This design comes from an exercise in tuning for small area, a short achievable clock period and few clock cycles on the open sky130 flow, not from production work. The RTL was checked by simulation tests, not by an equivalence proof against the original design.

==> inputs of job 8499 <==
Design DivSqrtRecF64, start of the top module:
module DivSqrtRecF64(
  input         clock,
                reset,
  output        io_inReady_div,
                io_inReady_sqrt,
  input         io_inValid,
                io_sqrtOp,
  input  [64:0] io_a,
                io_b,
  input  [2:0]  io_roundingMode,
  output        io_outValid_div,
                io_outValid_sqrt,
  output [64:0] io_out,
  output [4:0]  io_exceptionFlags
);
export LEC_CHECK = 0
export ABC_AREA = 1
export CAP_MARGIN = 20
export CORE_MARGIN = 2
export CORE_UTILIZATION = 50
export SETUP_SLACK_MARGIN = 0.3
export SLEW_MARGIN = 20
create_clock -name core_clock -period 11.0 [get_ports {clock}]
standard.sh (not shown) runs the stock make flow with config.mk's settings and CLKGATE_MAP_FILE= SYNTH_SCRIPT=/design/flow/synth_recipe.tcl, a recipe that flattens the netlist after the stock synthesis.
==> flow/flow/run.sh <==
#!/bin/bash
# The standard layout (standard.sh), with two changes to how it is made:
#  - adders are left to ABC as plain gates instead of being mapped to the
#    library's full/half adder cells (ADDER_MAP_FILE empty);
#  - the timing repair steps aim for extra setup slack (SETUP_SLACK_MARGIN).
# The clock, the constraints and the rest of the flow are the design's.
# make's output goes to layout.log; ORFS keeps each step's log under orfs/logs.
set -euo pipefail
bash standard.sh ADDER_MAP_FILE= SETUP_SLACK_MARGIN=7.7 finish > layout.log 2>&1
==> job 5491 (differences from job 8499) <==
--- a/flow/design.v
+++ b/flow/design.v
@@ -123,16 +123,18 @@
   reg         sign;
   reg         isNaN, isInf, isZero, majorExc;
   reg  [12:0] sExp;
   reg  [11:0] expB;
   reg  [51:0] fractB;
   reg  [56:0] ws, wc;
   reg  [54:0] q, qm;
   reg         ovDiv, ovSqrt;
+  reg  [64:0] out;
+  reg  [4:0]  flags;
   reg         rExtra, rAny;
   reg         shr, shl;    
   reg  [5:0]  tcnt;
   reg         c0, c1;      
   reg  [4:0]  xpt, xnt;    
   wire rawA_isZero = io_a[63:61] == 3'h0;
   wire rawA_isNaN  = (&io_a[63:62]) & io_a[61];
   wire rawA_isInf  = (&io_a[63:62]) & ~io_a[61];
@@ -314,20 +316,21 @@
         shl    <= 1'b1;
       end
     end else if (~tDone)
       tcnt <= tcnt - 6'd1;
     ws <= busy ? ws2 : ws0;
     wc <= busy ? wc2 : wc0;
     q  <= ~busy ? q0 : cnt == 5'd27 ? qF :
           cnt != 5'd28 ? q2 :
-          last ? {3'h0, rOut[51:0]} :               
           ~shr ? {q[53:0], 1'b0} :                 
           ~tDone ? {q[0], 1'b0, q[53:1]} : rSig;   
-    qm <= ~busy ? qm0 : last ? {37'h0, rFlags, rOut[64:52]} : qm2;
+    qm <= ~busy ? qm0 : qm2;
+    out   <= rOut;
+    flags <= rFlags;
   end
   assign io_inReady_div    = ready;
   assign io_inReady_sqrt   = ready;
   assign io_outValid_div   = ovDiv;
   assign io_outValid_sqrt  = ovSqrt;
-  assign io_out            = {qm[12:0], q[51:0]};
-  assign io_exceptionFlags = qm[17:13];
+  assign io_out            = out;
+  assign io_exceptionFlags = flags;
 endmodule
==> flow/flow/run.sh (replaced) <==
#!/bin/bash
# The standard layout (standard.sh), with two changes to how it is made:
#  - adders are left to ABC as plain gates instead of being mapped to the
#    library's full/half adder cells (ADDER_MAP_FILE empty);
#  - the timing repair steps aim for extra setup slack (SETUP_SLACK_MARGIN).
# The clock, the constraints and the rest of the flow are the design's.
# make's output goes to layout.log; ORFS keeps each step's log under orfs/logs.
set -euo pipefail
bash standard.sh ADDER_MAP_FILE= SETUP_SLACK_MARGIN=7.8 finish > layout.log 2>&1
==> comparison <==
- Between job 5491 and job 8499, the lower non-clock buffer count is in job 5491 (gap 114).
- Clock-buffer cell count: job 8499 is lower than job 5491 (8).
- Fmax: job 5491 is higher than job 8499 (6.5%).
- Flip-flop and latch count: job 8499 is lower than job 5491 (70).
- In job 5491 the cell count is higher than in job 8499, by 0.89%.
==> figures <==
                                                                 job 5491        job 8499
Finished Core Util                                                 0.6297          0.6493
Total of plain and repair buffers excluding clock buffers             409             523
Met3 wire length                                                 22650 µm        25850 µm
Wire length per cell                                             24.23 µm        25.16 µm
Via count of the first global-routing pass                          35340           35600
Net count after synthesis                                            5556            5473
First-pass iteration count of the detailed router                       8               9
Final Worst Setup Slack                                          7.710 ns        7.496 ns
Antenna violations before repair                                        6              12
Post-detailed-route via-to-cell ratio                               6.119           6.214
Status                                                     finished clean  finished clean
Testbench counts of job 8499, summed over its fixed seeds: cycles 717,792.
Testbench counts of job 5491, summed over its fixed seeds: cycles 717,792.


==> v22 <==
Starting RTL as in the previous note.
clock: 11.0 ns
lec_check: 0
abc_area: 1
cap_margin: 20
core_margin: 2
core_utilization: 50
place_density: 0.75
setup_slack_margin: 0.3
slew_margin: 20
==> flow/flow/run.sh <==
#!/bin/bash
# The standard layout (standard.sh), with two changes to how it is made:
#  - adders are left to ABC as plain gates instead of being mapped to the
#    library's full/half adder cells (ADDER_MAP_FILE empty);
#  - the timing repair steps aim for extra setup slack (SETUP_SLACK_MARGIN).
# The clock, the constraints and the rest of the flow are the design's.
# make's output goes to layout.log; ORFS keeps each step's log under orfs/logs.
set -euo pipefail
bash standard.sh ADDER_MAP_FILE= SETUP_SLACK_MARGIN=7.6 finish > layout.log 2>&1
==> v14: changes against v22 <==
--- a/flow/design.v
+++ b/flow/design.v
@@ -126,10 +126,12 @@
   reg  [11:0] expB;
   reg  [51:0] fractB;
   reg  [56:0] ws, wc;
   reg  [54:0] q, qm;
   reg         ovDiv, ovSqrt;
+  reg  [64:0] out;
+  reg  [4:0]  flags;
   reg         rExtra, rAny;
   reg         shr, shl;    
   reg  [5:0]  tcnt;
   reg         c0, c1;      
   reg  [4:0]  xpt, xnt;    
@@ -317,17 +319,18 @@
       tcnt <= tcnt - 6'd1;
     ws <= busy ? ws2 : ws0;
     wc <= busy ? wc2 : wc0;
     q  <= ~busy ? q0 : cnt == 5'd27 ? qF :
           cnt != 5'd28 ? q2 :
-          last ? {3'h0, rOut[51:0]} :               
           ~shr ? {q[53:0], 1'b0} :                 
           ~tDone ? {q[0], 1'b0, q[53:1]} : rSig;   
-    qm <= ~busy ? qm0 : last ? {37'h0, rFlags, rOut[64:52]} : qm2;
+    qm <= ~busy ? qm0 : qm2;
+    out   <= rOut;
+    flags <= rFlags;
   end
   assign io_inReady_div    = ready;
   assign io_inReady_sqrt   = ready;
   assign io_outValid_div   = ovDiv;
   assign io_outValid_sqrt  = ovSqrt;
-  assign io_out            = {qm[12:0], q[51:0]};
-  assign io_exceptionFlags = qm[17:13];
+  assign io_out            = out;
+  assign io_exceptionFlags = flags;
 endmodule
- PLACE_DENSITY: 0.75 -> default
==> qor.tcl <==
set qor(status) {finished clean}
set qor(num-fill-cells) 6406
set qor(initialDrtViolationCount) 5590
set qor(ratio_of_cells_with_drive_above_1_in_the_final_layout) 0.0949
set qor(track_usage) 0.419
set qor(place.gp.congestion) 1.02
set qor(synth.cells.most_frequent) {1508 x sky130_fd_sc_hd__nand2_1, 663 x sky130_fd_sc_hd__inv_1, 464 x sky130_fd_sc_hd__o21ai_0}
set qor(seq_share) 0.234
set qor(multi_input_comb_area_mm2) 0.0213
set qor(seq_area_mm2) 0.00920
set qor(timing.final.crit_share) 0.316
set qor(nWellTaps) 864
set qor(crit_family) {simple AND/OR/NAND/NOR gates}
set qor(critical_path.endpoint_type) {flop}
set qor(hpwlAfterDp_um) 105000
-- figures above: v14

==> qor.tcl <==
set qor(status) {finished clean}
set qor(die-area_mm2) 0.0659
set qor(ratio_of_cells_with_drive_above_1_in_the_final_layout) 0.151
set qor(cts_root_buf) {sky130_fd_sc_hd__clkbuf_16}
set qor(timing.final.crit_share) 0.319
set qor(synth.cells.most_frequent) {1362 x sky130_fd_sc_hd__nand2_1, 682 x sky130_fd_sc_hd__inv_1, 655 x sky130_fd_sc_hd__o21ai_0}
set qor(nWellTaps) 846
set qor(initialDrtViolationCount) 6628
set qor(critical_path.endpoint_type) {output port}
set qor(grt.met1_usage) 0.597
set qor(num-fill-cells) 5951
set qor(place.gp.congestion) 1.07
set qor(multi_input_comb_area_mm2) 0.0214
set qor(hpwlAfterDp_um) 106000
set qor(seq_share) 0.203
set qor(crit_family) {buffers and inverters}
-- figures above: v22

Testbench counts of v22, summed over its fixed seeds: cycles 717,792.
Testbench counts of v14, summed over its fixed seeds: cycles 717,792.

[port drivers added, routing unchanged]
The results above use ideal ports. As a check the final layouts listed here were re-extracted and re-timed, cells and wires unchanged.
Step 1 sets driving cells, clkbuf_16 on the clock port and buf_2 on the other inputs (assumed; they add their load-dependent delay and slew).
Step 2 also shifts input and output timing later by t, the mid clock arrival at the registers, as if the neighbouring blocks saw the same clock.
Slacks: ideal ports / drivers / drivers and shift; pairs: ideal ports / drivers.
| run | t, ns | setup WS [ns] | slew at the worst register clock pin (ns) |
|---|---|---|---|
| job 8499 | 0.676 | 7.496 / 7.425 / 7.055 | 0.07 / 0.07 |
| job 5491 | 0.704 | 7.710 / 7.638 / 7.182 | 0.06 / 0.06 |
| v22 | 0.662 | 7.495 / 7.431 / 6.957 | 0.07 / 0.07 |
| v14 | 0.692 | 7.527 / 7.527 / 6.920 | 0.07 / 0.07 |
After both steps setup and hold are still met in every run listed. For v14, which loses most, drivers alone change the setup slack by 0.000 ns; drivers and shift together by -0.607 ns.
